Background: an optimization exercise with open tools, aiming at small area and a short achievable clock period. Do not read the settings as production practice. At most, simulation tests tie the RTL to the original design; equivalence was not proved.

==> flow/design.v <==
module assignment6 (
	output reg [15:0] result1,
	output reg [15:0] result2,
	input wire [7:0] character,
	input wire enable_character,
	input wire clk,
	input wire rst
);
	reg direction;           
	reg [9:0] q;
	reg [3:0] r1, r0;
	reg [3:0] d1, d0;
	function [3:0] nines(input [3:0] x);
		nines = {~(x[3] | x[2] | x[1]), x[2] ^ x[1], x[1], ~x[0]};
	endfunction
	function [3:0] tab10(input [3:0] x, input [39:0] t);
		integer i;
		begin
			tab10 = 4'd0;
			for (i = 0; i < 10; i = i + 1)
				tab10 = tab10 | ({4{x == i}} & t[4 * i +: 4]);
		end
	endfunction
	function [3:0] bcdsub(input [3:0] x, input [3:0] y);
		reg [4:0] t;
		begin
			t = {1'b0, x} - {1'b0, y};
			bcdsub = t[4] ? t[3:0] + 4'd10 : t[3:0];
		end
	endfunction
	function [4:0] bcdadd(input [3:0] x, input [3:0] y, input ci);
		reg [4:0] t;
		begin
			t = {1'b0, x} + {1'b0, y} + {4'd0, ci};
			bcdadd = t > 5'd9 ? {1'b1, t[3:0] + 4'd6} : t;
		end
	endfunction
	function [10:0] skadd10(input [9:0] a, input [9:0] b, input ci);
		reg [9:0] g, p, gg, pp;
		reg [10:0] c;
		integer i, l, j;
		begin
			g = a & b;
			p = a ^ b;
			gg = g;
			pp = p;
			for (l = 0; l < 4; l = l + 1)
				for (i = 0; i < 10; i = i + 1)
					if ((i >> l) & 1) begin
						j = ((i >> (l + 1)) << (l + 1)) + (1 << l) - 1;
						gg[i] = gg[i] | (pp[i] & gg[j]);
						pp[i] = pp[i] & pp[j];
					end
			c[0] = ci;
			for (i = 1; i <= 10; i = i + 1)
				c[i] = gg[i - 1] | (pp[i - 1] & ci);
			skadd10 = {c[10], p ^ c[9:0]};
		end
	endfunction
	wire is_digit = character[7:4] == 4'h3 && (!character[3] || character[2:1] == 2'b00);
	wire is_lr = character == "L" || character == "R";
	wire is_nl = character == 8'h0a;
	wire [3:0] dg = character[3:0];
	wire [3:0] rlo = r0;
	wire [7:0] r = {r1, r0};
	wire [10:0] gt;     
	wire [9:1] tie;     
	assign gt[0] = 1'b1;
	assign gt[1] = q > 10'd65  || (q == 10'd65  && r > 8'h53);
	assign gt[2] = q > 10'd131 || (q == 10'd131 && r > 8'h07);
	assign gt[3] = q > 10'd196 || (q == 10'd196 && r > 8'h60);
	assign gt[4] = q > 10'd262 || (q == 10'd262 && r > 8'h14);
	assign gt[5] = q > 10'd327 || (q == 10'd327 && r >= 8'h68);    
	assign gt[6] = q > 10'd393 || (q == 10'd393 && r > 8'h21);
	assign gt[7] = q > 10'd458 || (q == 10'd458 && r > 8'h75);
	assign gt[8] = q > 10'd524 || (q == 10'd524 && r > 8'h28);
	assign gt[9] = q > 10'd589 || (q == 10'd589 && r > 8'h82);
	assign gt[10] = 1'b0;
	assign tie[1] = q == 10'd65  && r == 8'h53;
	assign tie[2] = q == 10'd131 && r == 8'h07;
	assign tie[3] = q == 10'd196 && r == 8'h60;
	assign tie[4] = q == 10'd262 && r == 8'h14;
	assign tie[5] = 1'b0;
	assign tie[6] = q == 10'd393 && r == 8'h21;
	assign tie[7] = q == 10'd458 && r == 8'h75;
	assign tie[8] = q == 10'd524 && r == 8'h28;
	assign tie[9] = q == 10'd589 && r == 8'h82;
	wire [3:0] dj =
		({4{tie[1]}} & 4'd6) | ({4{tie[2]}} & 4'd2) | ({4{tie[3]}} & 4'd8) |
		({4{tie[4]}} & 4'd4) | ({4{tie[6]}} & 4'd6) | ({4{tie[7]}} & 4'd2) |
		({4{tie[8]}} & 4'd8) | ({4{tie[9]}} & 4'd4);
	wire e = (|tie) && dg >= dj;
	wire [3:0] nr0_j = dg - dj;
	wire [9:0] sel;
	genvar gi;
	generate
		for (gi = 0; gi <= 9; gi = gi + 1) begin : g_sel
			assign sel[gi] = gt[gi] && !gt[gi + 1];
		end
	endgenerate
	wire [9:0] nak =
		({10{sel[0]}} & ~10'd0)   | ({10{sel[1]}} & ~10'd655) | ({10{sel[2]}} & ~10'd286) |
		({10{sel[3]}} & ~10'd942) | ({10{sel[4]}} & ~10'd573) | ({10{sel[5]}} & ~10'd204) |
		({10{sel[6]}} & ~10'd860) | ({10{sel[7]}} & ~10'd491) | ({10{sel[8]}} & ~10'd122) |
		({10{sel[9]}} & ~10'd778);
	wire [3:0] bk1 =
		({4{sel[1]}} & 4'd3) | ({4{sel[2]}} & 4'd7) | ({4{sel[4]}} & 4'd4) |
		({4{sel[5]}} & 4'd8) | ({4{sel[6]}} & 4'd1) | ({4{sel[7]}} & 4'd5) |
		({4{sel[8]}} & 4'd8) | ({4{sel[9]}} & 4'd2);
	wire [3:0] bk0 =
		({4{sel[1]}} & 4'd6) | ({4{sel[2]}} & 4'd2) | ({4{sel[3]}} & 4'd8) |
		({4{sel[4]}} & 4'd4) | ({4{sel[6]}} & 4'd6) | ({4{sel[7]}} & 4'd2) |
		({4{sel[8]}} & 4'd8) | ({4{sel[9]}} & 4'd4);
	wire [9:0] y0m1 = {q[6:0], 3'b000} + {q[8:0], 1'b0} + {6'd0, r1} + nak;
	wire [9:0] y0 = y0m1 + 10'd1;
	wire b0k = dg < bk0;
	wire borrow_k = rlo < bk1 || (rlo == bk1 && b0k);
	wire [9:0] nq_k = borrow_k ? y0m1 : y0;
	wire [3:0] nr0_k = bcdsub(dg, bk0);
	wire [3:0] nr1_k = b0k ? bcdsub(rlo, bk1 + 4'd1) : bcdsub(rlo, bk1);
	wire [9:0] n_q = e ? 10'd0 : nq_k;
	wire [3:0] n_r1 = e ? 4'd0 : nr1_k;
	wire [3:0] n_r0 = e ? nr0_j : nr0_k;
	wire r_gt68 = r > 8'h68;
	wire r_gt36 = r > 8'h36;
	wire ge = gt[5];                                   
	wire flip = q > 10'd327 || (q == 10'd327 && r_gt68);    
	wire nz = q != 10'd0 || r != 8'h00;
	wire neg = direction ? ge : (nz && !flip);
	wire [3:0] f0 = tab10(r0, {4'd7, 4'd8, 4'd9, 4'd0, 4'd1, 4'd2, 4'd3, 4'd4, 4'd5, 4'd6});
	wire r0_gt6 = r0 > 4'd6;
	wire [3:0] f1 = r0_gt6 ? tab10(r1, {4'd3, 4'd4, 4'd5, 4'd6, 4'd7, 4'd8, 4'd9, 4'd0, 4'd1, 4'd2})
	                       : tab10(r1, {4'd4, 4'd5, 4'd6, 4'd7, 4'd8, 4'd9, 4'd0, 4'd1, 4'd2, 4'd3});
	wire [3:0] rm1 = flip ? f1 : r1;
	wire [3:0] rm0 = flip ? f0 : r0;
	wire d_nz = d0 != 4'd0 || d1 != 4'd0;
	wire d0_nz = d0 != 4'd0;
	wire [3:0] md0 = d0_nz ? 4'd10 - d0 : 4'd0;
	wire [3:0] md1 = d0_nz ? nines(d1) : (d1 != 4'd0 ? 4'd10 - d1 : 4'd0);
	wire [3:0] v1 = neg ? d1 : md1;
	wire [3:0] v0 = neg ? d0 : md0;
	wire rm_ge_v = rm1 > v1 || (rm1 == v1 && rm0 >= v0);
	wire nd_zero = rm1 == v1 && rm0 == v0;
	wire hit = d_nz && rm_ge_v;
	wire [3:0] o1 = neg ? nines(rm1) : rm1;
	wire [3:0] o0 = neg ? nines(rm0) : rm0;
	wire [4:0] u0 = bcdadd(d0, o0, neg);
	wire [4:0] u1 = bcdadd(d1, o1, u0[4]);
	wire turn = enable_character && is_nl;
	wire [9:0] xa = result2[9:0];
	wire [9:0] xb = q ^ {10{flip}};
	wire [9:0] xc = {10{flip}} & 10'd655;
	wire [9:0] cs_s = xa ^ xb ^ xc;
	wire [10:0] cs_c = {(xa & xb) | (xa & xc) | (xb & xc), flip && !r_gt36};
	wire [10:0] lo = skadd10(cs_s, cs_c[9:0], hit);
	wire up = lo[10] ^ cs_c[10] ^ flip;
	wire [5:0] hi_inc = result2[15:10] + 6'd1;
	wire [15:0] res2_next = {up ? hi_inc : result2[15:10], lo[9:0]};
	wire [15:0] res1_next = result1 + 16'd1;
	wire ld_a = rst || (enable_character && !is_lr);
	wire clr_a = rst || !is_digit;
	wire ld_t = rst || turn;
	wire ld_1 = rst || (turn && nd_zero);
	always @(posedge clk) begin
		if (enable_character && is_lr)
			direction <= character[4];    
		if (ld_a) begin
			q <= clr_a ? 10'd0 : n_q;
			r1 <= clr_a ? 4'd0 : n_r1;
			r0 <= clr_a ? 4'd0 : n_r0;
		end
		if (ld_t) begin
			d1 <= rst ? 4'd5 : u1[3:0];
			d0 <= rst ? 4'd0 : u0[3:0];
			result2 <= rst ? 16'd0 : res2_next;
		end
		if (ld_1)
			result1 <= rst ? 16'd0 : res1_next;
	end
endmodule
module aoc_dial_top (
	output wire [15:0] result_part1,
	output wire [15:0] result_part2,
	input wire [7:0] character,
	input wire enable_character,
	input wire clk,
	input wire rst
);
	assignment6 m_dial (result_part1, result_part2, character, enable_character, clk, rst);
endmodule
==> flow/config.mk <==
export PLATFORM = sky130hd
export DESIGN_NAME = aoc_dial_top
export DESIGN_NICKNAME = aoc_dial_top
export VERILOG_FILES = /design/flow/design.v
export SDC_FILE = /design/flow/constraint.sdc
export NUM_CORES = 4
export LEC_CHECK = 0
export ABC_AREA = 1
export CAP_MARGIN = 20
export CORE_MARGIN = 2
export CORE_UTILIZATION = 40
export SLEW_MARGIN = 20
==> flow/constraint.sdc <==
create_clock -name core_clock -period 19.0 [get_ports {clk}]
set_input_delay 3.8000 -clock core_clock [delete_from_list [all_inputs] [get_ports {clk}]]
set_output_delay 3.8000 -clock core_clock [all_outputs]
set_load 0.01 [all_outputs]
standard.sh (not shown) runs the stock make flow with config.mk's settings and CLKGATE_MAP_FILE= SYNTH_SCRIPT=/design/flow/synth_recipe.tcl, a recipe that flattens the netlist after the stock synthesis.
==> flow/flow/run.sh <==
#!/bin/bash
# The standard flow's layout (standard.sh) with three changes to how it is made:
# - synthesis is the standard flow's script, with ABC mapping by flow/abc_area.script
#   (registers are untouched: they are mapped before ABC runs);
# - plain buffers on the ports instead of the delay buffers buffer_ports
#   picks by default;
# - a clock tree of clkbuf_8 without dummy loads.
set -e
W=$PWD
export BUFFER_PORTS_ARGS="-buffer_cell sky130_fd_sc_hd__buf_2"
export CTS_ARGS="-sink_clustering_enable -repair_clock_nets -buf_list sky130_fd_sc_hd__clkbuf_8 -dont_use_dummy_load"
{
	echo "proc abc {args} { set i [lsearch \$args -script]; if {\$i >= 0} { lset args [expr {\$i + 1}] $W/flow/abc_area.script }; yosys abc {*}\$args }"
	cat synth_recipe.tcl
} > flow_synth.tcl
sed "s#SYNTH_SCRIPT=[^ ]*#SYNTH_SCRIPT=$W/flow_synth.tcl#" standard.sh > standard_flow_synth.sh
bash standard_flow_synth.sh synth > synth.log 2>&1
export SETUP_SLACK_MARGIN=13.2
bash standard.sh > standard.log 2>&1
==> flow/flow/abc_area.script <==
strash
ifraig
scorr
dc2
strash
&get -n
&st
&dch -f
&nf -R 1000
&put
topo
stime -c
upsize -c
dnsize -c
Next try:
--- a/flow/design.v
+++ b/flow/design.v
@@ -109,15 +109,20 @@
 		({4{sel[8]}} & 4'd8) | ({4{sel[9]}} & 4'd2);
 	wire [3:0] bk0 =
 		({4{sel[1]}} & 4'd6) | ({4{sel[2]}} & 4'd2) | ({4{sel[3]}} & 4'd8) |
 		({4{sel[4]}} & 4'd4) | ({4{sel[6]}} & 4'd6) | ({4{sel[7]}} & 4'd2) |
 		({4{sel[8]}} & 4'd8) | ({4{sel[9]}} & 4'd4);
-	wire [9:0] y0m1 = {q[6:0], 3'b000} + {q[8:0], 1'b0} + {6'd0, r1} + nak;
-	wire [9:0] y0 = y0m1 + 10'd1;
-	wire b0k = dg < bk0;
+	wire [9:0] ya = {q[6:0], 3'b000}, yb = {q[8:0], 1'b0}, yc = {6'd0, r1};
+	wire [9:0] ys1 = ya ^ yb ^ yc;
+	wire [9:0] yc1 = {(ya[8:0] & yb[8:0]) | (ya[8:0] & yc[8:0]) | (yb[8:0] & yc[8:0]), 1'b0};
+	wire [9:0] ys2 = ys1 ^ yc1 ^ nak;
+	wire [9:0] yc2 = {(ys1[8:0] & yc1[8:0]) | (ys1[8:0] & nak[8:0]) | (yc1[8:0] & nak[8:0]), 1'b0};
+	wire b0k = ((sel[2] || sel[7]) && dg < 4'd2) || ((sel[4] || sel[9]) && dg < 4'd4) ||
+		((sel[1] || sel[6]) && dg < 4'd6) || ((sel[3] || sel[8]) && dg < 4'd8);
 	wire borrow_k = rlo < bk1 || (rlo == bk1 && b0k);
-	wire [9:0] nq_k = borrow_k ? y0m1 : y0;
+	wire [10:0] yk = skadd10(ys2, yc2, !borrow_k);
+	wire [9:0] nq_k = yk[9:0];
 	wire [3:0] nr0_k = bcdsub(dg, bk0);
 	wire [3:0] nr1_k = b0k ? bcdsub(rlo, bk1 + 4'd1) : bcdsub(rlo, bk1);
 	wire [9:0] n_q = e ? 10'd0 : nq_k;
 	wire [3:0] n_r1 = e ? 4'd0 : nr1_k;
 	wire [3:0] n_r0 = e ? nr0_j : nr0_k;
@@ -152,12 +157,12 @@
 	wire [9:0] xc = {10{flip}} & 10'd655;
 	wire [9:0] cs_s = xa ^ xb ^ xc;
 	wire [10:0] cs_c = {(xa & xb) | (xa & xc) | (xb & xc), flip && !r_gt36};
 	wire [10:0] lo = skadd10(cs_s, cs_c[9:0], hit);
 	wire up = lo[10] ^ cs_c[10] ^ flip;
-	wire [5:0] hi_inc = result2[15:10] + 6'd1;
-	wire [15:0] res2_next = {up ? hi_inc : result2[15:10], lo[9:0]};
+	wire [5:0] hi_ones = {&result2[14:10], &result2[13:10], &result2[12:10], &result2[11:10], result2[10], 1'b1};
+	wire [15:0] res2_next = {result2[15:10] ^ ({6{up}} & hi_ones), lo[9:0]};
 	wire [15:0] res1_next = result1 + 16'd1;
 	wire ld_a = rst || (enable_character && !is_lr);
 	wire clr_a = rst || !is_digit;
 	wire ld_t = rst || turn;
 	wire ld_1 = rst || (turn && nd_zero);
What happened: The changed run completed without violations; via count grows by a few percent; non-clock buffer count grows by 42; first-iteration DRC count grows by roughly a tenth; sequential cell count does not change; die area grows slightly; wire length grows by a few percent.
The RTL of the second run of this note was laid out without a check of its function.

==> static timing again, ports no longer ideal <==
In the flow no input, the clock included, has a driving cell. The finished layouts below were timed again as built, in two steps. Step 1 assumes that a clkbuf_16 drives the clock port and a buf_2 every other input. Step 2, shift: input delay + t, output delay - t, t = (earliest + latest rising clock arrival at the registers) / 2. This alone moves slack from input paths to output paths. Slacks: ideal ports / drivers / drivers and shift; pairs: ideal ports / drivers.
run | t, ns | setup WS [ns] | worst register clock-pin slew, ns | worst data-port slew with drivers (ns) | pins driven straight from the clock port
the first run | 0.380 | 13.220 / 13.215 / 12.835 | 0.07 / 0.07 | 0.04 | 1
the second run | 0.394 | 12.847 / 12.847 / 12.511 | 0.07 / 0.07 | 0.07 | 1
After both steps setup and hold are still met in every run listed. The setup slack of the first run, which loses most, moves by -0.005 ns with the drivers and by -0.385 ns with both steps.
